Background: an optimization exercise with open tools, aiming at small area. Do not read the settings as production practice.
Only simulation tests tie the RTL to the original design; equivalence was not proved.

<file path="flow/config.mk">
export PLATFORM = sky130hd
export DESIGN_NAME = guitar_cpu
export DESIGN_NICKNAME = guitar_cpu
export VERILOG_FILES = /design/flow/design.v
export SDC_FILE = /design/flow/constraint.sdc
export NUM_CORES = 4
export LEC_CHECK = 0
export CAP_MARGIN = 20
export CORE_MARGIN = 2
export CORE_UTILIZATION = 40
export SLEW_MARGIN = 20
</file>
<file path="flow/constraint.sdc">
create_clock -name core_clock -period 12.0 [get_ports {clock}]
set_input_delay 2.4000 -clock core_clock [delete_from_list [all_inputs] [get_ports {clock}]]
set_output_delay 2.4000 -clock core_clock [all_outputs]
set_load 0.01 [all_outputs]
</file>
<file path="flow/design.v">
module dffe_ref (q, d, clk, en, clr);
   input d, clk, en, clr;
   wire clr;
   output q;
   reg q;
   always @(posedge clk or posedge clr) begin
       if (clr) begin
           q <= 1'b0;
       end else if (en) begin
           q <= d;
       end
   end
endmodule
module dffe_neg (q, d, clk, en, clr);
   input d, clk, en, clr;
   wire clr;
   output q;
   reg q;
   always @(negedge clk or posedge clr) begin
       if (clr) begin
           q <= 1'b0;
       end else if (en) begin
           q <= d;
       end
   end
endmodule
module register (clock, input_enable, output_enable, clear, data, data_out);
	input clock, input_enable, output_enable, clear;
	input [31:0] data;
	output [31:0] data_out;
	genvar i;
	generate
		for (i = 0; i <= 31; i = i + 1) begin: loop1
			dffe_ref dff(.q(data_out[i]), .d(data[i]), .clk(clock), .en(input_enable), .clr(clear));
		end
	endgenerate
endmodule
module register_neg (clock, input_enable, output_enable, clear, data, data_out);
	input clock, input_enable, output_enable, clear;
	input [31:0] data;
	output [31:0] data_out;
	genvar i;
	generate
		for (i = 0; i <= 31; i = i + 1) begin: loop1
			dffe_neg dff(.q(data_out[i]), .d(data[i]), .clk(clock), .en(input_enable), .clr(clear));
		end
	endgenerate
endmodule
module decoder(select, enable, out);
	input [4:0] select;
    input enable;
    output [31:0] out;
	assign out = enable << select;
endmodule
module regfile (
	clock,
	ctrl_writeEnable, ctrl_reset, ctrl_writeReg,
	ctrl_readRegA, ctrl_readRegB, data_writeReg,
	data_readRegA, data_readRegB
);
	input clock, ctrl_writeEnable, ctrl_reset;
	input [4:0] ctrl_writeReg, ctrl_readRegA, ctrl_readRegB;
	input [31:0] data_writeReg;
	output [31:0] data_readRegA, data_readRegB;
	wire [31:0] ie;
	decoder write_decoder(.select(ctrl_writeReg), .enable(1'b1), .out(ie));
	wire [1023:0] r;
	assign r[31:0] = 32'b0;
	genvar i;
	generate
		for (i = 1; i <= 31; i = i + 1) begin: loop1
			wire [31:0] out;
			wire write_enable;
			and we(write_enable, ie[i], ctrl_writeEnable);
			register a_reg(.clock(clock), .input_enable(write_enable), .output_enable(1'b1),
				.clear(ctrl_reset), .data(data_writeReg), .data_out(out));
			assign r[32*i +: 32] = out;
		end
	endgenerate
	assign data_readRegA = r[32*ctrl_readRegA +: 32];
	assign data_readRegB = r[32*ctrl_readRegB +: 32];
endmodule
module mux_2(out, select, in0, in1);
	input select;
	input[31:0] in0, in1;
	output[31:0] out;
	assign out = select ? in1 : in0;
endmodule
module mux_4(out, select, in0, in1, in2, in3);
	input [1:0] select;
	input [31:0] in0, in1, in2, in3;
	output [31:0] out;
	wire [31:0] w1, w2;
	mux_2 top(w1, select[0], in0, in1);
	mux_2 bottom(w2, select[0], in2, in3);
	mux_2 final_mux(out, select[1], w1, w2);
endmodule
module mux_8(out, select, in0, in1, in2, in3, in4, in5, in6, in7);
	input [2:0] select;
	input [31:0] in0, in1, in2, in3, in4, in5, in6, in7;
	output [31:0] out;
	wire [31:0] w1, w2;
	mux_4 top(w1, select[1:0], in0, in1, in2, in3);
	mux_4 bottom(w2, select[1:0], in4, in5, in6, in7);
	mux_2 final_mux(out, select[2], w1, w2);
endmodule
module not_2(result, in);
	input[1:0] in;
	output[1:0] result;
	not(result[0], in[0]);
	not(result[1], in[1]);
endmodule
module not_4(result, in);
	input[3:0] in;
	output[3:0] result;
	not_2 first(result[1:0], in[1:0]);
	not_2 second(result[3:2], in[3:2]);
endmodule
module not_8(result, in);
	input[7:0] in;
	output[7:0] result;
	not_4 first(result[3:0], in[3:0]);
	not_4 second(result[7:4], in[7:4]);
endmodule
module not_32(result, in);
	input[31:0] in;
	output[31:0] result;
	not_8 first(result[7:0], in[7:0]);
	not_8 second(result[15:8], in[15:8]);
	not_8 third(result[23:16], in[23:16]);
	not_8 fourth(result[31:24], in[31:24]);
endmodule
module or_2(result, in);
	input[1:0] in;
	output result;
	or(result, in[0], in[1]);
endmodule
module or_4(result, in);
	input[3:0] in;
	output result;
	wire w1, w2;
	or_2 first(w1, in[1:0]);
	or_2 second(w2, in[3:2]);
	or(result, w1, w2);
endmodule
module or_8(result, in);
	input[7:0] in;
	output result;
	wire w1, w2;
	or_4 first(w1, in[3:0]);
	or_4 second(w2, in[7:4]);
	or(result, w1, w2);
endmodule
module or_32(result, in);
	input[31:0] in;
	output result;
	wire w1, w2, w3, w4;
	or_8 first(w1, in[7:0]);
	or_8 second(w2, in[15:8]);
	or_8 third(w3, in[23:16]);
	or_8 fourth(w4, in[31:24]);
	or(result, w1, w2, w3, w4);
endmodule
module sll_1(out, in);
	input[31:0] in;
	output[31:0] out;
	assign out[0] = 0;
	assign out[31:1] = in[30:0];
endmodule
module sll_2(out, in);
	input[31:0] in;
	output[31:0] out;
	assign out[1:0] = 0;
	assign out[31:2] = in[29:0];
endmodule
module sll_4(out, in);
	input[31:0] in;
	output[31:0] out;
	assign out[3:0] = 0;
	assign out[31:4] = in[27:0];
endmodule
module sll_8(out, in);
	input[31:0] in;
	output[31:0] out;
	assign out[7:0] = 0;
	assign out[31:8] = in[23:0];
endmodule
module sll_16(out, in);
	input[31:0] in;
	output[31:0] out;
	assign out[15:0] = 0;
	assign out[31:16] = in[15:0];
endmodule
module sra_1(out, in);
	input[31:0] in;
	output[31:0] out;
	assign out[31] = in[31];
	assign out[30:0] = in[31:1];
endmodule
module sra_2(out, in);
	input[31:0] in;
	output[31:0] out;
	assign out[31] = in[31];
	assign out[30] = in[31];
	assign out[29:0] = in[31:2];
endmodule
module sra_4(out, in);
	input[31:0] in;
	output[31:0] out;
	assign out[31] = in[31];
	assign out[30] = in[31];
	assign out[29] = in[31];
	assign out[28] = in[31];
	assign out[27:0] = in[31:4];
endmodule
module sra_8(out, in);
	input[31:0] in;
	output[31:0] out;
	assign out[31] = in[31];
	assign out[30] = in[31];
	assign out[29] = in[31];
	assign out[28] = in[31];
	assign out[27] = in[31];
	assign out[26] = in[31];
	assign out[25] = in[31];
	assign out[24] = in[31];
	assign out[23:0] = in[31:8];
endmodule
module sra_16(out, in);
	input[31:0] in;
	output[31:0] out;
	assign out[31] = in[31];
	assign out[30] = in[31];
	assign out[29] = in[31];
	assign out[28] = in[31];
	assign out[27] = in[31];
	assign out[26] = in[31];
	assign out[25] = in[31];
	assign out[24] = in[31];
	assign out[23] = in[31];
	assign out[22] = in[31];
	assign out[21] = in[31];
	assign out[20] = in[31];
	assign out[19] = in[31];
	assign out[18] = in[31];
	assign out[17] = in[31];
	assign out[16] = in[31];
	assign out[15:0] = in[31:16];
endmodule
module cla_8(A, B, Cin, S, G, P, Gout, Pout);
    input [7:0] A, B;
    input Cin;
    output [7:0] S, G, P;
    output Gout, Pout;
    wire [7:0] C;
    and g0(G[0], A[0], B[0]);
    and g1(G[1], A[1], B[1]);
    and g2(G[2], A[2], B[2]);
    and g3(G[3], A[3], B[3]);
    and g4(G[4], A[4], B[4]);
    and g5(G[5], A[5], B[5]);
    and g6(G[6], A[6], B[6]);
    and g7(G[7], A[7], B[7]);
    or p0(P[0], A[0], B[0]);
    or p1(P[1], A[1], B[1]);
    or p2(P[2], A[2], B[2]);
    or p3(P[3], A[3], B[3]);
    or p4(P[4], A[4], B[4]);
    or p5(P[5], A[5], B[5]);
    or p6(P[6], A[6], B[6]);
    or p7(P[7], A[7], B[7]);
    assign C[0] = Cin;
    xor s0(S[0], A[0], B[0], C[0]);
    wire w1;
    and w_1(w1, P[0], C[0]);
    or c1(C[1], w1, G[0]);
    xor s1(S[1], A[1], B[1], C[1]);
    wire w2, w3;
    and w_2(w2, P[1], G[0]);
    and w_3(w3, P[1], P[0], C[0]);
    or c2(C[2], w2, w3, G[1]);
    xor s2(S[2], A[2], B[2], C[2]);
    wire w4, w5, w6;
    and w_4(w4, P[2], G[1]);
    and w_5(w5, P[2], P[1], G[0]);
    and w_6(w6, P[2], P[1], P[0], C[0]);
    or c3(C[3], w4, w5, w6, G[2]);
    xor s3(S[3], A[3], B[3], C[3]);
    wire w7, w8, w9, w10;
    and w_7(w7, P[3], G[2]);
    and w_8(w8, P[3], P[2], G[1]);
    and w_9(w9, P[3], P[2], P[1], G[0]);
    and w_10(w10, P[3], P[2], P[1], P[0], C[0]);
    or c4(C[4], w7, w8, w9, w10, G[3]);
    xor s4(S[4], A[4], B[4], C[4]);
    wire w11, w12, w13, w14, w15;
    and w_11(w11, P[4], G[3]);
    and w_12(w12, P[4], P[3], G[2]);
    and w_13(w13, P[4], P[3], P[2], G[1]);
    and w_14(w14, P[4], P[3], P[2], P[1], G[0]);
    and w_15(w15, P[4], P[3], P[2], P[1], P[0], C[0]);
    or c5(C[5], w11, w12, w13, w14, w15, G[4]);
    xor s5(S[5], A[5], B[5], C[5]);
    wire w16, w17, w18, w19, w20, w21;
    and w_16(w16, P[5], G[4]);
    and w_17(w17, P[5], P[4], G[3]);
    and w_18(w18, P[5], P[4], P[3], G[2]);
    and w_19(w19, P[5], P[4], P[3], P[2], G[1]);
    and w_20(w20, P[5], P[4], P[3], P[2], P[1], G[0]);
    and w_21(w21, P[5], P[4], P[3], P[2], P[1], P[0], C[0]);
    or c6(C[6], w16, w17, w18, w19, w20, w21, G[5]);
    xor s6(S[6], A[6], B[6], C[6]);
    wire w22, w23, w24, w25, w26, w27, w28;
    and w_22(w22, P[6], G[5]);
    and w_23(w23, P[6], P[5], G[4]);
    and w_24(w24, P[6], P[5], P[4], G[3]);
    and w_25(w25, P[6], P[5], P[4], P[3], G[2]);
    and w_26(w26, P[6], P[5], P[4], P[3], P[2], G[1]);
    and w_27(w27, P[6], P[5], P[4], P[3], P[2], P[1], G[0]);
    and w_28(w28, P[6], P[5], P[4], P[3], P[2], P[1], P[0], C[0]);
    or c7(C[7], w22, w23, w24, w25, w26, w27, w28, G[6]);
    xor s7(S[7], A[7], B[7], C[7]);
    wire w29, w30, w31, w32, w33, w34, w35;
    and w_29(w29, P[7], G[6]);
    and w_30(w30, P[7], P[6], G[5]);
    and w_31(w31, P[7], P[6], P[5], G[4]);
    and w_32(w32, P[7], P[6], P[5], P[4], G[3]);
    and w_33(w33, P[7], P[6], P[5], P[4], P[3], G[2]);
    and w_34(w34, P[7], P[6], P[5], P[4], P[3], P[2], G[1]);
    and w_35(w35, P[7], P[6], P[5], P[4], P[3], P[2], P[1], G[0]);
    or g_out(Gout, w29, w30, w31, w32, w33, w34, w35, G[7]);
    and p_out(Pout, P[7], P[6], P[5], P[4], P[3], P[2], P[1], P[0]);
endmodule
module cla_32(A, B, Cin, S, Cout, And, Or);
    input [31:0] A, B;
    input Cin;
    output [31:0] S, And, Or;
    output Cout;
    wire [31:0] test;
    wire P0, P1, P2, P3, G0, G1, G2, G3, C8, C16, C24, C32;
    cla_8 block0(.A(A[7:0]), .B(B[7:0]), .Cin(Cin),
                 .S(S[7:0]), .G(And[7:0]), .P(Or[7:0]), .Gout(G0), .Pout(P0));
    wire w1;
    and w_1(w1, P0, Cin);
    or c8(C8, w1, G0);
    cla_8 block1(.A(A[15:8]), .B(B[15:8]), .Cin(C8),
                 .S(S[15:8]), .G(And[15:8]), .P(Or[15:8]), .Gout(G1), .Pout(P1));
    wire w2, w3;
    and w_2(w2, P1, G0);
    and w_3(w3, P1, P0, Cin);
    or c16(C16, w2, w3, G1);
    cla_8 block2(.A(A[23:16]), .B(B[23:16]), .Cin(C16),
                 .S(S[23:16]), .G(And[23:16]), .P(Or[23:16]), .Gout(G2), .Pout(P2));
    wire w4, w5, w6;
    and w_4(w4, P2, G1);
    and w_5(w5, P2, P1, G0);
    and w_6(w6, P2, P1, P0, Cin);
    or c24(C24, w4, w5, w6, G2);
    cla_8 block3(.A(A[31:24]), .B(B[31:24]), .Cin(C24),
                 .S(S[31:24]), .G(And[31:24]), .P(Or[31:24]), .Gout(G3), .Pout(P3));
    wire w7, w8, w9, w10;
    and w_7(w7, P3, G2);
    and w_8(w8, P3, P2, G1);
    and w_9(w9, P3, P2, P1, G0);
    and w_10(w10, P3, P2, P1, P0, Cin);
    or c32(C32, w7, w8, w9, w10, G3);
    assign Cout = C32;
endmodule
module barrel_shifter_sll(A, shift, res);
	input [31:0] A;
    input [4:0] shift;
    output [31:0] res;
    wire [31:0] sli2, sli3, sli4, sli5;
    wire [31:0] slo1, slo2, slo3, slo4, slo5;
    sll_16 block1(.in(A), .out(slo1));
    mux_2 mux1(sli2, shift[4], A, slo1);
    sll_8 block2(.in(sli2), .out(slo2));
    mux_2 mux2(sli3, shift[3], sli2, slo2);
    sll_4 block3(.in(sli3), .out(slo3));
    mux_2 mux3(sli4, shift[2], sli3, slo3);
    sll_2 block4(.in(sli4), .out(slo4));
    mux_2 mux4(sli5, shift[1], sli4, slo4);
    sll_1 block5(.in(sli5), .out(slo5));
    mux_2 mux5(res, shift[0], sli5, slo5);
endmodule
module barrel_shifter_sra(A, shift, res);
	input [31:0] A;
    input [4:0] shift;
    output [31:0] res;
    wire [31:0] sri2, sri3, sri4, sri5;
    wire [31:0] sro1, sro2, sro3, sro4, sro5;
    sra_16 block1(.in(A), .out(sro1));
    mux_2 mux1(sri2, shift[4], A, sro1);
    sra_8 block2(.in(sri2), .out(sro2));
    mux_2 mux2(sri3, shift[3], sri2, sro2);
    sra_4 block3(.in(sri3), .out(sro3));
    mux_2 mux3(sri4, shift[2], sri3, sro3);
    sra_2 block4(.in(sri4), .out(sro4));
    mux_2 mux4(sri5, shift[1], sri4, sro4);
    sra_1 block5(.in(sri5), .out(sro5));
    mux_2 mux5(res, shift[0], sri5, sro5);
endmodule
module alu(data_operandA, data_operandB, ctrl_ALUopcode, ctrl_shiftamt, data_result, isNotEqual, isLessThan, overflow);
    input [31:0] data_operandA, data_operandB;
    input [4:0] ctrl_ALUopcode, ctrl_shiftamt;
    output [31:0] data_result;
    output isNotEqual, isLessThan, overflow;
    wire [31:0] cla_result, and_result, or_result, sll_result, sra_result, cla_b, not_b;
    wire cout, notA31, notB31, notResult31, subtract, w1;
    wire pos_over, neg_over, nnn, np, ppn, eq;
    not_32 negate_b(.result(not_b), .in(data_operandB));
    not temp(w1, ctrl_ALUopcode[1]);
    and sub(subtract, ctrl_ALUopcode[0], w1);
    mux_2 arithmetic(.out(cla_b), .select(subtract), .in0(data_operandB), .in1(not_b));
    cla_32 cla(.A(data_operandA), .B(cla_b), .Cin(ctrl_ALUopcode[0]),
    		   .S(cla_result), .Cout(cout), .And(and_result), .Or(or_result));
    not(notA31, data_operandA[31]);
    not(notB31, cla_b[31]);
    not(notResult31, cla_result[31]);
    and add_overflow_pos(pos_over, notA31, notB31, cla_result[31]);
    and add_overflow_neg(neg_over, data_operandA[31], cla_b[31], notResult31);
    or add_overflow_result(overflow, pos_over, neg_over);
    and(nnn, data_operandA[31], notB31, cla_result[31]);
    and(np, data_operandA[31], cla_b[31]);
    and(ppn, notA31, cla_b[31], cla_result[31]);
    or(isLessThan, nnn, np, ppn);
    or_32 neq(isNotEqual, cla_result);
    barrel_shifter_sll sll(.A(data_operandA), .shift(ctrl_shiftamt), .res(sll_result));
    barrel_shifter_sra sra(.A(data_operandA), .shift(ctrl_shiftamt), .res(sra_result));
    mux_8 mux(data_result, ctrl_ALUopcode[2:0], cla_result, cla_result, and_result, or_result, sll_result, sra_result, 0, 0);
endmodule
module bypass(dx_ir, xm_ir, mw_ir, alu_in_a, alu_in_b, dmem_in);
	input [31:0] dx_ir, xm_ir, mw_ir;
	output [1:0] alu_in_a, alu_in_b;  
	output dmem_in;
	wire [4:0] dx_rs, dx_rt, xm_rd, mw_rd;
	wire [4:0] dx_op = dx_ir[31:27];
	wire [4:0] xm_op = xm_ir[31:27];
	wire [4:0] mw_op = mw_ir[31:27];
	wire dx_rtype = (~dx_op[4] & ~dx_op[3] & ~dx_op[2] & ~dx_op[1] & ~dx_op[0]);
	wire dx_addi = (~dx_op[4] & ~dx_op[3] & dx_op[2] & ~dx_op[1] & dx_op[0]);
	wire dx_lw = (~dx_op[4] & dx_op[3] & ~dx_op[2] & ~dx_op[1] & ~dx_op[0]);
	wire dx_sw = (~dx_op[4] & ~dx_op[3] & dx_op[2] & dx_op[1] & dx_op[0]);
	wire dx_bne = (~dx_op[4] & ~dx_op[3] & ~dx_op[2] & dx_op[1] & ~dx_op[0]);
	wire dx_blt = (~dx_op[4] & ~dx_op[3] & dx_op[2] & dx_op[1] & ~dx_op[0]);
	wire dx_itype_nonbranch = dx_addi | dx_lw | dx_sw;
	wire dx_itype_branch = dx_bne | dx_blt;
	wire dx_jr = (~dx_op[4] & ~dx_op[3] & dx_op[2] & ~dx_op[1] & ~dx_op[0]);
	wire dx_bex = (dx_op[4] & ~dx_op[3] & dx_op[2] & dx_op[1] & ~dx_op[0]);
	wire xm_sw = (~xm_op[4] & ~xm_op[3] & xm_op[2] & xm_op[1] & xm_op[0]);
	wire xm_bne = (~xm_op[4] & ~xm_op[3] & ~xm_op[2] & xm_op[1] & ~xm_op[0]);
	wire xm_blt = (~xm_op[4] & ~xm_op[3] & xm_op[2] & xm_op[1] & ~xm_op[0]);
	wire mw_sw = (~mw_op[4] & ~mw_op[3] & mw_op[2] & mw_op[1] & mw_op[0]);
	wire mw_lw = (~mw_op[4] & mw_op[3] & ~mw_op[2] & ~mw_op[1] & ~mw_op[0]);
	wire mw_bne = (~mw_op[4] & ~mw_op[3] & ~mw_op[2] & mw_op[1] & ~mw_op[0]);
	wire mw_blt = (~mw_op[4] & ~mw_op[3] & mw_op[2] & mw_op[1] & ~mw_op[0]);
	assign mw_rd = mw_ir[26:22];
	assign xm_rd = xm_ir[26:22];
	assign dx_rs = (dx_rtype | dx_itype_nonbranch) ? dx_ir[21:17] :
	               (dx_itype_branch) ? dx_ir[26:22] :
	               dx_jr ? dx_ir[26:22] :
	               dx_bex ? 5'b11110 : 5'b0;
	assign alu_in_a[0] = (xm_rd == dx_rs & ~(xm_sw | xm_bne | xm_blt) & (xm_rd != 5'b0));
	assign alu_in_a[1] = mw_rd == dx_rs & ~(mw_sw | mw_bne | mw_blt) & (mw_rd != 5'b0) & ~alu_in_a[0];
	assign dx_rt = (dx_rtype) ? dx_ir[16:12] :
	               (dx_itype_nonbranch) ? dx_ir[26:22] :
	               (dx_itype_branch) ? dx_ir[21:17] : 5'b0;
	assign alu_in_b[0] = (xm_rd == dx_rt & ~(xm_sw | xm_bne | xm_blt) & (xm_rd != 5'b0));
	assign alu_in_b[1] = mw_rd == dx_rt & ~(mw_sw | mw_bne | mw_blt) & (mw_rd != 5'b0) & ~alu_in_b[0];
	assign dmem_in = (xm_sw & mw_lw & (mw_rd == xm_rd)) ? 1'b1 : 1'b0;
endmodule
module datapath(fd_ir, dx_ir, xm_ir, mw_ir, mul_ir, ne, lt, reg_we, reg_a, reg_b, 
	wreg, im, im_en, alu_op, mwren, wb, branch, mul_rdy, jbranch, jr_im, setx, bex);
	input [31:0] fd_ir, dx_ir, xm_ir, mw_ir, mul_ir;
	input ne, lt, mul_rdy;
	output reg_we, im_en, mwren, branch, jbranch, jr_im, setx, bex;
	output [1:0] wb;
	output [4:0] reg_a, reg_b, wreg, alu_op;
	output [31:0] im;
	wire [4:0] fd_op = fd_ir[31:27];
	wire [4:0] dx_op = dx_ir[31:27];
	wire [4:0] xm_op = xm_ir[31:27];
	wire [4:0] mw_op = mw_ir[31:27];
	wire [4:0] mul_op = mul_ir[31:27];
	wire [4:0] mul_alu_op = mul_ir[6:2];
	wire fd_rtype = (~fd_op[4] & ~fd_op[3] & ~fd_op[2] & ~fd_op[1] & ~fd_op[0]);
	wire fd_addi = (~fd_op[4] & ~fd_op[3] & fd_op[2] & ~fd_op[1] & fd_op[0]);
	wire fd_lw = (~fd_op[4] & fd_op[3] & ~fd_op[2] & ~fd_op[1] & ~fd_op[0]);
	wire fd_sw = (~fd_op[4] & ~fd_op[3] & fd_op[2] & fd_op[1] & fd_op[0]);
	wire fd_bne = (~fd_op[4] & ~fd_op[3] & ~fd_op[2] & fd_op[1] & ~fd_op[0]);
	wire fd_blt = (~fd_op[4] & ~fd_op[3] & fd_op[2] & fd_op[1] & ~fd_op[0]);
	wire fd_jr = (~fd_op[4] & ~fd_op[3] & fd_op[2] & ~fd_op[1] & ~fd_op[0]);
	wire fd_setx = (fd_op[4] & ~fd_op[3] & fd_op[2] & ~fd_op[1] & fd_op[0]);
	wire fd_bex = (fd_op[4] & ~fd_op[3] & fd_op[2] & fd_op[1] & ~fd_op[0]);
	wire dx_rtype = (~dx_op[4] & ~dx_op[3] & ~dx_op[2] & ~dx_op[1] & ~dx_op[0]);
	wire dx_addi = (~dx_op[4] & ~dx_op[3] & dx_op[2] & ~dx_op[1] & dx_op[0]);
	wire dx_lw = (~dx_op[4] & dx_op[3] & ~dx_op[2] & ~dx_op[1] & ~dx_op[0]);
	wire dx_sw = (~dx_op[4] & ~dx_op[3] & dx_op[2] & dx_op[1] & dx_op[0]);
	wire dx_bne = (~dx_op[4] & ~dx_op[3] & ~dx_op[2] & dx_op[1] & ~dx_op[0]);
	wire dx_blt = (~dx_op[4] & ~dx_op[3] & dx_op[2] & dx_op[1] & ~dx_op[0]);
	wire dx_jal = (~dx_op[4] & ~dx_op[3] & ~dx_op[2] & dx_op[1] & dx_op[0]);
	wire dx_j = (~dx_op[4] & ~dx_op[3] & ~dx_op[2] & ~dx_op[1] & dx_op[0]);
	wire dx_jr = (~dx_op[4] & ~dx_op[3] & dx_op[2] & ~dx_op[1] & ~dx_op[0]);
	wire dx_setx = (dx_op[4] & ~dx_op[3] & dx_op[2] & ~dx_op[1] & dx_op[0]);
	wire dx_bex = (dx_op[4] & ~dx_op[3] & dx_op[2] & dx_op[1] & ~dx_op[0]);
	wire xm_sw = (~xm_op[4] & ~xm_op[3] & xm_op[2] & xm_op[1] & xm_op[0]);
	wire mw_rtype = (~mw_op[4] & ~mw_op[3] & ~mw_op[2] & ~mw_op[1] & ~mw_op[0]);
	wire mw_addi = (~mw_op[4] & ~mw_op[3] & mw_op[2] & ~mw_op[1] & mw_op[0]);
	wire mw_lw = (~mw_op[4] & mw_op[3] & ~mw_op[2] & ~mw_op[1] & ~mw_op[0]);
	wire mw_jal = (~mw_op[4] & ~mw_op[3] & ~mw_op[2] & mw_op[1] & mw_op[0]);
	wire mw_setx = (mw_op[4] & ~mw_op[3] & mw_op[2] & ~mw_op[1] & mw_op[0]);
	wire mul_rtype = (~mul_op[4] & ~mul_op[3] & ~mul_op[2] & ~mul_op[1] & ~mul_op[0]);
	wire mul_mul = mul_rtype & (~mul_alu_op[4] & ~mul_alu_op[3] & mul_alu_op[2] & mul_alu_op[1] & ~mul_alu_op[0]);
	wire mul_div = mul_rtype & (~mul_alu_op[4] & ~mul_alu_op[3] & mul_alu_op[2] & mul_alu_op[1] & mul_alu_op[0]);
	wire mul_div_wb = mul_rdy & (mul_mul | mul_div);
	assign reg_we = mul_div_wb | mw_rtype | mw_addi | mw_lw | mw_jal;
	assign wreg = mul_div_wb ? mul_ir[26:22] :
	              (mw_rtype | mw_addi | mw_lw) ? mw_ir[26:22] :
	              mw_jal ? 5'b11111 : 5'b0;
	assign reg_a = (fd_rtype | fd_addi) ? fd_ir[21:17] :
	               (fd_bne | fd_blt | fd_jr) ? fd_ir[26:22] :
	               (fd_sw | fd_lw) ? fd_ir[21:17] :
	               (fd_bex) ? 5'b11110 : 5'b0;
	assign reg_b = (fd_rtype | fd_addi) ? fd_ir[16:12] :
	               (fd_bne | fd_blt) ? fd_ir[21:17] :
	               (fd_sw | fd_lw) ? fd_ir[26:22] : 5'b0;
	assign im = (dx_addi | dx_lw | dx_sw | dx_bne | dx_blt) ? {{15{dx_ir[16]}}, dx_ir[16:0]} :
	            (dx_j | dx_jal | dx_bex | dx_setx) ? {5'b0, dx_ir[26:0]} : 32'b0;
	assign im_en = dx_addi | dx_sw | dx_lw | dx_setx |dx_bex;
	assign jr_im = dx_jr;
	assign setx = dx_setx;
	assign bex = dx_bex;
	assign alu_op = dx_rtype ? dx_ir[6:2] :
	                (dx_bne | dx_blt | dx_bex) ? {4'b0, 1'b1} : 5'b0;
	assign branch = (dx_blt & lt) | (dx_bne & ne) | dx_jal | dx_j | dx_jr | (dx_bex & ne);
	assign jbranch = dx_jal | dx_j | dx_jr;
	assign mwren = xm_sw;
	assign wb[0] = mw_lw | mw_jal;
	assign wb[1] = mul_div_wb | mw_jal;
endmodule
module stall(fd_ir, dx_ir, xm_ir, stall, mul_stall);
	input [31:0] fd_ir, dx_ir, xm_ir;
	input mul_stall;
	output stall;
	wire [4:0] fd_op = fd_ir[31:27];
	wire [4:0] dx_op = dx_ir[31:27];
	wire [4:0] xm_op = xm_ir[31:27];
	wire fd_sw = (~fd_op[4] & ~fd_op[3] & fd_op[2] & fd_op[1] & fd_op[0]);
	wire dx_lw = (~dx_op[4] & dx_op[3] & ~dx_op[2] & ~dx_op[1] & ~dx_op[0]);
	wire [4:0] fd_rs = fd_ir[21:17];
	wire [4:0] fd_rt = fd_ir[16:12];
	wire [4:0] dx_rd = dx_ir[26:22];
	assign stall = mul_stall | (dx_lw & ((fd_rs == dx_rd) | (fd_rt == dx_rd & ~fd_sw)));
endmodule
module guitar(mw_ir, old_strum, new_strum, buttons, intersections, update, inc, score_out);
	input [31:0] mw_ir;
	input old_strum, new_strum;
	input [3:0] buttons, intersections;
	output update;
	output inc;
	output score_out;
	assign c0 = (buttons[0] ~^ intersections[0]);
	assign c1 = (buttons[1] ~^ intersections[1]);
	assign c2 = (buttons[2] ~^ intersections[2]);
	assign c3 = (buttons[3] ~^ intersections[3]);
	assign inc = c0 & c1 & c2 & c3;  
	assign update = new_strum & (~old_strum);  
	assign score_out = mw_ir[26] & mw_ir[25] & mw_ir[24] & ~mw_ir[23] & ~mw_ir[22];
endmodule
module processor(
    clock,                           
    reset,                           
    address_imem,                    
    q_imem,                          
    address_dmem,                    
    data,                            
    wren,                            
    q_dmem,                          
    ctrl_writeEnable,                
    ctrl_writeReg,                   
    ctrl_readRegA,                   
    ctrl_readRegB,                   
    data_writeReg,                   
    data_readRegA,                   
    data_readRegB,                   
    buttons,
    intersections,
    strum,
    score
    );
    input clock, reset;
    output [31:0] address_imem;
    input [31:0] q_imem;
    output [31:0] address_dmem, data;
    output wren;
    input [31:0] q_dmem;
    output ctrl_writeEnable;
    output [4:0] ctrl_writeReg, ctrl_readRegA, ctrl_readRegB;
    output [31:0] data_writeReg;
    input [31:0] data_readRegA, data_readRegB;
    input [3:0] buttons;
    input [3:0] intersections;
    input strum;
    output [31:0] score;
    wire [31:0] pci, pco;  
    wire [31:0] fd_pci, fd_pco, fd_ir, fd_ir_in;  
    wire [31:0] dx_pco, dx_ir_in, dx_ir, dx_a, dx_b;  
    wire [31:0] xm_ir_i, overflow_ir, xm_ir, xm_o, xm_b, mul_ir, mul_p, xm_pco, xm_o_i;  
    wire [31:0] mw_ir, mw_o, mw_d, mw_pco;  
    wire [31:0] pc_inc;  
    wire [31:0] alu_a, alu_b, bypass_a, bypass_b, pcx_res, alu_result, mult_res, im_in_alu_b;  
    wire ne, lt, overflow;  
    wire mul_ctrl_div, mul_ctrl_mul, mul_stall, mul_ready;  
    wire [31:0] wb_data;  
    wire dp_branch;  
    wire dp_reg_we;  
    wire [4:0] dp_reg_a, dp_reg_b, dp_wreg;  
    wire [31:0] dp_immediate, cla_in_a, cla_in_b;  
    wire dp_im_en, dp_jbranch, dp_jr_im, dp_setx, dp_bex;  
    wire [4:0] dp_alu_op;  
    wire dp_mwren;  
    wire [1:0] dp_wb;  
    wire [1:0] bypass_alu_a, bypass_alu_b;
    wire bypass_dmem_in;
    wire stall_ctrl;
    wire [1:0] guitar_sel;
    datapath dp_ctrl(.fd_ir(fd_ir), .dx_ir(dx_ir), .xm_ir(xm_ir), .mw_ir(mw_ir), .mul_ir(mul_ir), 
        .reg_we(dp_reg_we), .ne(ne), .lt(lt),
        .reg_a(dp_reg_a), .reg_b(dp_reg_b), .wreg(dp_wreg), .im(dp_immediate),
        .im_en(dp_im_en), .alu_op(dp_alu_op), .mwren(dp_mwren), .wb(dp_wb), .branch(dp_branch),
        .mul_rdy(mul_ready), .jbranch(dp_jbranch), .jr_im(dp_jr_im), .setx(dp_setx), .bex(dp_bex));
    bypass bp_ctrl(.dx_ir(dx_ir), .xm_ir(xm_ir), .mw_ir(mw_ir), 
        .alu_in_a(bypass_alu_a), .alu_in_b(bypass_alu_b), .dmem_in(bypass_dmem_in));
    stall s_ctrl(.fd_ir(fd_ir), .dx_ir(dx_ir), .xm_ir(xm_ir), .stall(stall_ctrl), .mul_stall(mul_stall));
    register_neg pc_reg(.clock(clock), .input_enable(~stall_ctrl & ~guitar_sel[0] & ~guitar_sel[1]), .output_enable(1'b1), 
        .clear(reset), .data(fd_pci), .data_out(pco));
    wire old_strum, new_strum, guitar_update, guitar_inc, guitar_score;
    guitar guitar_ctrl(.mw_ir(mw_ir), .old_strum(old_strum), .new_strum(new_strum), 
        .buttons(buttons), .intersections(intersections), 
        .update(guitar_update), .inc(guitar_inc), .score_out(guitar_score));
    dffe_neg new_s(.q(new_strum), .d(strum), .clk(clock), .en(1'b1), .clr(reset));
    dffe_neg old_s(.q(old_strum), .d(new_strum), .clk(clock), .en(1'b1), .clr(reset));
    wire inc;
    wire [31:0] guitar_fd_ir, inc_or_dec_ir;
    assign inc_or_dec_ir = inc ? 32'b00101000100000000000000000000010 : 32'b00101000100000000000000000000000;
    mux_4 guitar_inst(.out(guitar_fd_ir), .select(guitar_sel), 
        .in0(fd_ir_in),  
        .in1(inc_or_dec_ir),  
        .in2(32'b00101000010000000000000000000001),  
        .in3(32'b0));
    wire out2, out1, out0;
    wire in0 = (~out2 & ~out1 & ~out0 & guitar_update) | (~out2 & out1 & ~out0) | (out2 & ~out1 & ~out0);
    wire in1 = (~out2 & ~out1 & out0) | (~out2 & out1 & ~out0);
    wire in2 = (out2 & ~out1 & ~out0) | (~out2 & out1 & out0);
    assign guitar_sel[1] = out2 | out1;
    assign guitar_sel[0] = (~out2 & out0) | out2;
    dffe_neg y0(.q(out0), .d(in0), .clk(clock), .en(1'b1), .clr(reset));
    dffe_neg y1(.q(out1), .d(in1), .clk(clock), .en(1'b1), .clr(reset));
    dffe_neg y2(.q(out2), .d(in2), .clk(clock), .en(1'b1), .clr(reset));
    dffe_neg iord(.q(inc), .d(guitar_inc), .clk(clock), .en(1'b1), .clr(reset));
    assign address_imem = pco;
    cla_32 pc_incrementor(.A(pco), .B({31'b0, 1'b1}), .Cin(1'b0),
               .S(pc_inc), .Cout(), .And(), .Or());
    assign fd_pci = dp_branch ? pcx_res : pc_inc;
    assign fd_ir_in = dp_branch ? 32'b0 : q_imem;
    register_neg fd_pc_reg(.clock(clock), .input_enable(~stall_ctrl & ~guitar_sel[0] & ~guitar_sel[1]), .output_enable(1'b1), 
        .clear(reset), .data(fd_pci), .data_out(fd_pco));
    register_neg fd_ir_reg(.clock(clock), .input_enable(~stall_ctrl), .output_enable(1'b1), 
        .clear(reset), .data(guitar_fd_ir), .data_out(fd_ir));
    assign ctrl_writeReg = dp_wreg;
    assign ctrl_writeEnable = dp_reg_we;
    assign ctrl_readRegA = dp_reg_a;
    assign ctrl_readRegB = dp_reg_b;
    assign data_writeReg = wb_data;
    assign dx_ir_in = stall_ctrl | dp_branch ? 32'b0 : fd_ir; 
    register_neg dx_pc_reg(.clock(clock), .input_enable(1'b1), .output_enable(1'b1), 
        .clear(reset), .data(fd_pco), .data_out(dx_pco));
    register_neg dx_ir_reg(.clock(clock), .input_enable(1'b1), .output_enable(1'b1), 
        .clear(reset), .data(dx_ir_in), .data_out(dx_ir));
    register_neg dx_a_reg(.clock(clock), .input_enable(1'b1), .output_enable(1'b1), 
        .clear(reset), .data(data_readRegA), .data_out(dx_a));
    register_neg dx_b_reg(.clock(clock), .input_enable(1'b1), .output_enable(1'b1), 
        .clear(reset), .data(data_readRegB), .data_out(dx_b));
    mux_4 alu_a_bypass(.out(bypass_a), .select(bypass_alu_a), .in0(dx_a), .in1(xm_o), .in2(wb_data), .in3());
    mux_4 alu_b_bypass(.out(bypass_b), .select(bypass_alu_b), .in0(dx_b), .in1(xm_o), .in2(wb_data), .in3());
    assign im_in_alu_b = dp_bex ? 32'b0 : dp_immediate;
    assign alu_a = dp_setx ? 32'b0 : bypass_a;
    assign alu_b = dp_im_en ? im_in_alu_b : bypass_b;
    assign cla_in_a = dp_jbranch | dp_bex ? 32'b0 : dx_pco;
    assign cla_in_b = dp_jr_im ? bypass_a : dp_immediate;
    cla_32 pcx_cla(.A(cla_in_a), .B(cla_in_b), .Cin(1'b0),
               .S(pcx_res), .Cout(), .And(), .Or());
    alu x_alu(.data_operandA(alu_a), .data_operandB(alu_b), 
        .ctrl_ALUopcode(dp_alu_op), .ctrl_shiftamt(dx_ir[11:7]),
        .data_result(alu_result), .isNotEqual(ne), .isLessThan(lt), .overflow(overflow));
    assign mult_res = 32'b0;
    assign mul_ready = 1'b0;
    assign mul_ctrl_mul = 1'b0;
    assign mul_ctrl_div = 1'b0;
    assign mul_stall = 1'b0;
    assign overflow_ir[31:27] = 5'b0;
    assign overflow_ir[26:22] = 5'b11110;
    assign overflow_ir[21:0] = 22'b0;
    assign xm_ir_i = (overflow | dp_setx) ? overflow_ir : dx_ir;
    assign xm_o_i = overflow ? 32'b1 : alu_result;
    register_neg xm_pc_reg(.clock(clock), .input_enable(1'b1), .output_enable(1'b1), 
        .clear(reset), .data(dx_pco), .data_out(xm_pco));
    register_neg xm_ir_reg(.clock(clock), .input_enable(1'b1), .output_enable(1'b1), 
        .clear(reset), .data(xm_ir_i), .data_out(xm_ir));
    register_neg xm_o_reg(.clock(clock), .input_enable(1'b1), .output_enable(1'b1), 
        .clear(reset), .data(xm_o_i), .data_out(xm_o));
    register_neg xm_b_reg(.clock(clock), .input_enable(1'b1), .output_enable(1'b1), 
        .clear(reset), .data(bypass_b), .data_out(xm_b));
    assign mul_ir = 32'b0;
    assign address_dmem = xm_o;
    assign data = bypass_dmem_in ? wb_data : xm_b;
    assign wren = dp_mwren;
    register_neg mw_pc_reg(.clock(clock), .input_enable(1'b1), .output_enable(1'b1), 
        .clear(reset), .data(xm_pco), .data_out(mw_pco));
    register_neg mw_ir_reg(.clock(clock), .input_enable(1'b1), .output_enable(1'b1), 
        .clear(reset), .data(xm_ir), .data_out(mw_ir));
    register_neg mw_o_reg(.clock(clock), .input_enable(1'b1), .output_enable(1'b1), 
        .clear(reset), .data(xm_o), .data_out(mw_o));
    register_neg mw_d_reg(.clock(clock), .input_enable(1'b1), .output_enable(1'b1), 
        .clear(reset), .data(q_dmem), .data_out(mw_d));
    mux_4 writeback(.out(wb_data), .select(dp_wb), .in0(mw_o), .in1(mw_d), .in2(mult_res), .in3(mw_pco));
    assign score = guitar_score ? wb_data : 32'b1;
endmodule
module guitar_cpu (clock, reset, strum, buttons, intersections,
	imem_addr, imem_data, dmem_addr, dmem_wdata, dmem_we, dmem_rdata, score);
	input clock, reset, strum;
	input [3:0] buttons, intersections;
	output [11:0] imem_addr;
	input [31:0] imem_data;
	output [11:0] dmem_addr;
	output [31:0] dmem_wdata;
	output dmem_we;
	input [31:0] dmem_rdata;
	output reg [31:0] score;
	wire rwe, mwe;
	wire[4:0] rd, rs1, rs2;
	wire[31:0] instAddr, instData, 
		rData, regA, regB,
		memAddr, memDataIn, memDataOut, procscore;
	assign imem_addr = instAddr[11:0];
	assign instData = imem_data;
	assign dmem_addr = memAddr[11:0];
	assign dmem_wdata = memDataIn;
	assign dmem_we = mwe;
	assign memDataOut = dmem_rdata;
	processor CPU(.clock(clock), .reset(reset), 
		.address_imem(instAddr), .q_imem(instData),
		.ctrl_writeEnable(rwe),     .ctrl_writeReg(rd),
		.ctrl_readRegA(rs1),     .ctrl_readRegB(rs2), 
		.data_writeReg(rData), .data_readRegA(regA), .data_readRegB(regB),
		.wren(mwe), .address_dmem(memAddr), 
		.data(memDataIn), .q_dmem(memDataOut),
		.buttons(buttons),
		.intersections(intersections),
		.strum(strum),
		.score(procscore)); 
	regfile RegisterFile(.clock(clock), 
		.ctrl_writeEnable(rwe), .ctrl_reset(reset), 
		.ctrl_writeReg(rd),
		.ctrl_readRegA(rs1), .ctrl_readRegB(rs2), 
		.data_writeReg(rData), .data_readRegA(regA), .data_readRegB(regB));
	always @(posedge clock or posedge reset) begin
		if (reset)
		  score <= 32'b0;
		else if(procscore != 32'b1)
		  score <= procscore;
	end
endmodule
</file>
<file path="flow/run.sh">
#!/bin/bash
# synth_recipe.tcl (not shown) runs the flow's synth.tcl, then flattens the netlist and writes it again
# the make line also repeats each setting of config.mk as NAME=value (left out here)
make -C /OpenROAD-flow-scripts/flow DESIGN_CONFIG=/design/flow/config.mk WORK_HOME=/design/flow/orfs CLKGATE_MAP_FILE= SYNTH_SCRIPT=/design/flow/synth_recipe.tcl finish
</file>
==> results by group <==
Die
  • Starting density of the core: 40.2%
  • Die Height: 455 um
  • Number of placement rows: 165
  • Core region area: 202000 um2
  • Count of pins on the block boundary: 164
  • Overall die width: 455 um
  • DIE AREA: 207000 um2

Synth
  • Cell count after synthesis: 10.2k
  • Adder-cell share of the synthesized area: 2.21%
  • #FFs+latches synth: 1434
  • Avg Cell Area, Syn: 7.96 um2
  • Netlist area before placement: 81300 um2
  • Net Count, Synth: 10.4k
  • Syn. warnings: 71
  • Top flip-flop cell by instance count after synthesis: dfrtp_1
  • Fraction of synthesis flops using an asynchronous set or reset pin: 100%
  • Area fraction in and, or, nand and nor cells after synthesis: 22.4%
  • Synth Area in Compound Gates: 22.5%
  • Mux cell area share after synthesis: 1.99%
  • Number of flops mapped to enable cells by yosys: 0
  • XOR/XNOR share of the synthesized area: 1.26%
  • Proportion of synthesized chip area in sequential cells: 44.1%
  • Library cells used by synthesis: 102
  • Largest family of logic cells by synthesized area: compound AO/OA/AOI/OAI gates

STA
  • Slew HR: 15.3%
  • RSZ-0062 raised after global routing: true
  • Endpoints failing hold: 0
  • Worst-case clock skew: 120 ps
  • Final-report setup violation count: 0
  • Slew of the pin with the lowest slew margin: 1270 ps
  • Max-slew violation count: 0

Route
  • Remaining DRCs: 0
  • Detailed Route Iter0 Violations: 9857
  • Average wire per cell in the routed design: 29.5 um
  • Number of nets with antenna violations after routing: 0
  • Iteration count of the initial detailed-routing pass: 8
  • Final routed wirelength across all metal layers: 376 mm
  • Via count: 79.4k
  • Average vias per placed instance: 6.23

Setup path
  • Slowest cell on the critical path: clkdlybuf4s50_1
  • Source of the worst register-to-register timing path: CPU.dx_ir_reg.loop1[30].dff.q
  • Path depth of the worst reg2reg path: 38
  • WP data required: 9600 ps
  • Type of destination of the critical path: output port
  • Largest incremental delay on the critical path: 640 ps
  • Kind of start point of the critical path: flop
  • Critical R2R Capture: CPU.pc_reg.loop1[23].dff.q
  • Maximum net fanout on the critical path: 64
  • Reg2Reg Setup Slack: 770 ps
  • Stages on worst setup path: 6
  • Data arrival time of the critical path: 9560 ps
  • Gate family responsible for the most delay along the worst path: buffers and inverters
  • CP Class: flop to output port
  • WP buf/inv: 2
  • Cells along the critical path: xor2_1, nor3_2, nand4_1, buf_4, o21ai_0, clkdlybuf4s50_1

Place
  • HPWL reported at the end of detailed placement: 245 mm
  • Number of placed instances with taps included: 12.4k
  • Final weighted congestion in routability-driven placement: 1.09
  • Total of buffers placed on input and output ports: 163

Min path
  • Launch point of the worst hold path: CPU.xm_pc_reg.loop1[16].dff.q
  • Destination of the worst hold path: CPU.mw_pc_reg.loop1[16].dff.q
  • Depth of the worst hold-timing path: 0
  • Type of the tightest min-delay check: flop to flop

Cells and area
  • Fraction of layout instances using a drive strength above 1: 7.91%
  • Synthesis-to-layout area growth: 12.8%
  • Non-filler cells in the finished layout: 12.8k
  • Post-layout utilization of the core: 45.4%
  • Total Nets Final: 10.1k
  • Leading cell types in the layout, fill and taps excluded: nand2_1 (2863), o21ai_0 (1364), dfrtp_1 (1024), dfrtn_1 (410), a21oi_1 (399)
  • Most common cell after layout, fill and taps aside: nand2_1

Outcome
  • Result of the run: no timing/DRC/antenna violations

Clock tree
  • Clock Root Buffer: clkbuf_16
  • Clock Latency Late Sink: 860 ps
  • TritonCTS clock tree: done
  • Number of clock sinks: 1434
  • Clock transition time at the flip-flop clock pins of the worst setup and hold paths: 50 ps
  • TritonCTS buffer count: 165
  • Cts hold-fix bufs: 0
  • Max Buffers Root-to-Sink: 3
  • Total number of H-tree levels: 4

Job
  • Number of maximum-capacitance violations: 0

GRT
  • Initial antenna violation count: 28
  • Pin count of the biggest net entering global routing: 156
  • All-Layer GR Usage: 35.7%
  • First-pass GRT wire length: 539 mm
  • Via count of the first global-routing pass: 74.2k
  • Total congestion overflow: 0
## logic make-up (layout without fill, tap and decap cells)
group,after synthesis,in the layout
buf+inv,1142,978
flops,1434,1434
compound gates,2955,2955
simple gates,4284,4284
mux,148,148
other cells,0,24
xor+xnor,117,117
fa+ha+maj,138,138
## metal layers
layer / part of all wire (%) / vias to the layer above / global-route usage (%)
met5: 0.014 / - / 0
met4: 6.4 / 8 / 20.4
met3: 11 / 972 / 9.08
met2: 42 / 4765 / 51.4
met1: 41 / 38800 / 48.6
li1: - / 34800 / -
## cell usage after synthesis (11+ instances only)
cell type / instances / area, um2
nand2_1: 2896 / 10900
o21ai_0: 1384 / 6930
dfrtp_1: 1024 / 25600
clkbuf_1: 811 / 3040
a21oi_1: 415 / 2080
dfrtn_1: 410 / 10300
nand3_1: 393 / 1970
nor2_1: 330 / 1240
and2_1: 251 / 1570
a311oi_1: 241 / 2110
a211oi_1: 232 / 1740
inv_1: 200 / 751
a31oi_1: 160 / 1000
and3_1: 146 / 913
ha_1: 129 / 1610
mux2i_1: 87 / 871
nor3_1: 84 / 420
o311ai_0: 70 / 613
xnor2_1: 68 / 596
buf_1: 58 / 218
mux2_2: 55 / 619
a22oi_1: 53 / 398
xor2_1: 49 / 429
a221oi_1: 45 / 394
a22o_1: 41 / 359
o21ai_1: 40 / 200
or3_1: 35 / 219
a21o_1: 29 / 218
buf_2: 29 / 145
buf_4: 28 / 210
nand4_1: 27 / 169
o211ai_1: 27 / 203
o22ai_1: 25 / 156
nand2b_1: 21 / 131
nor2b_1: 21 / 131
nor4_1: 19 / 119
a32oi_1: 15 / 131
o21bai_1: 15 / 113
o31ai_1: 14 / 105
a31oi_2: 13 / 163
o221ai_1: 13 / 114
o2bb2ai_1: 12 / 105
nor3b_1: 11 / 82.6
## how the worst max path moves through the flow
stage / startpoint / end / slack, ps
after global routing: CPU.mw_ir_reg.loop1[25].dff.q / dmem_wdata[28] / -50
after floorplan: reset / CPU.dx_a_reg.loop1[0].dff.q / -15750
final: CPU.mw_ir_reg.loop1[25].dff.q / dmem_wdata[19] / 40
after global placement: CPU.mw_ir_reg.loop1[25].dff.q / dmem_wdata[5] / 570
after CTS: CPU.mw_ir_reg.loop1[25].dff.q / dmem_wdata[17] / 10
after detailed placement: CPU.mw_ir_reg.loop1[25].dff.q / dmem_wdata[25] / 550
## worst reg2reg max path, delay by kind of cell, from the launching register on
family          cells  cell delay, ps
buf+inv             3             850
xor+xnor            2             570
simple gates        9            2770
mux                 1             150
compound gates     21            5320
flops               1             660
fa+ha+maj           2             730
## flip-flops by register name (all words and copies together), names as in the netlist, 10 cells and up
register and cells:
CPU.dx_pc_reg.loop1.dff.q 32, CPU.fd_ir_reg.loop1.dff.q 32, CPU.mw_d_reg.loop1.dff.q 32, CPU.xm_o_reg.loop1.dff.q 32
CPU.xm_pc_reg.loop1.dff.q 32, CPU.xm_ir_reg.loop1.dff.q 10, CPU.pc_reg.loop1.dff.q 32, CPU.mw_pc_reg.loop1.dff.q 32
CPU.xm_b_reg.loop1.dff.q 32, CPU.dx_ir_reg.loop1.dff.q 32, CPU.dx_a_reg.loop1.dff.q 32, CPU.mw_ir_reg.loop1.dff.q 10
score 32, RegisterFile.loop1.a_reg.loop1.dff.q 992, CPU.mw_o_reg.loop1.dff.q 32, CPU.dx_b_reg.loop1.dff.q 32
## cell type report
class | instances | area [um2]
clock buffers | 236 | 4830
fillers | 19800 | 110000
flip-flops and latches | 1434 | 35900
multi-input cells | 7642 | 41600
inverters | 212 | 800
repair buffers | 456 | 4230
diodes | 24 | 60.1
well taps | 2672 | 3340
clock inverters | 74 | 923
## stage by stage
step	instance area [um2]	setup TNS, ps	hold slack (ps)	setup WS, ps
2_1_floorplan	81300	-	292	-15750
3_3_place_gp	85800	0	293	567
3_5_place_dp	85800	0	295	553
4_1_cts	91500	0	295	14.7
5_1_grt	91700	-162	298	-46.0
6_report	91700	0	291	44.6
## timing repair
action	CTS	global route
buffers inserted	0	4
pin swaps	0	2
endpoints found under the setup margin	28	20
resized for setup	7	13
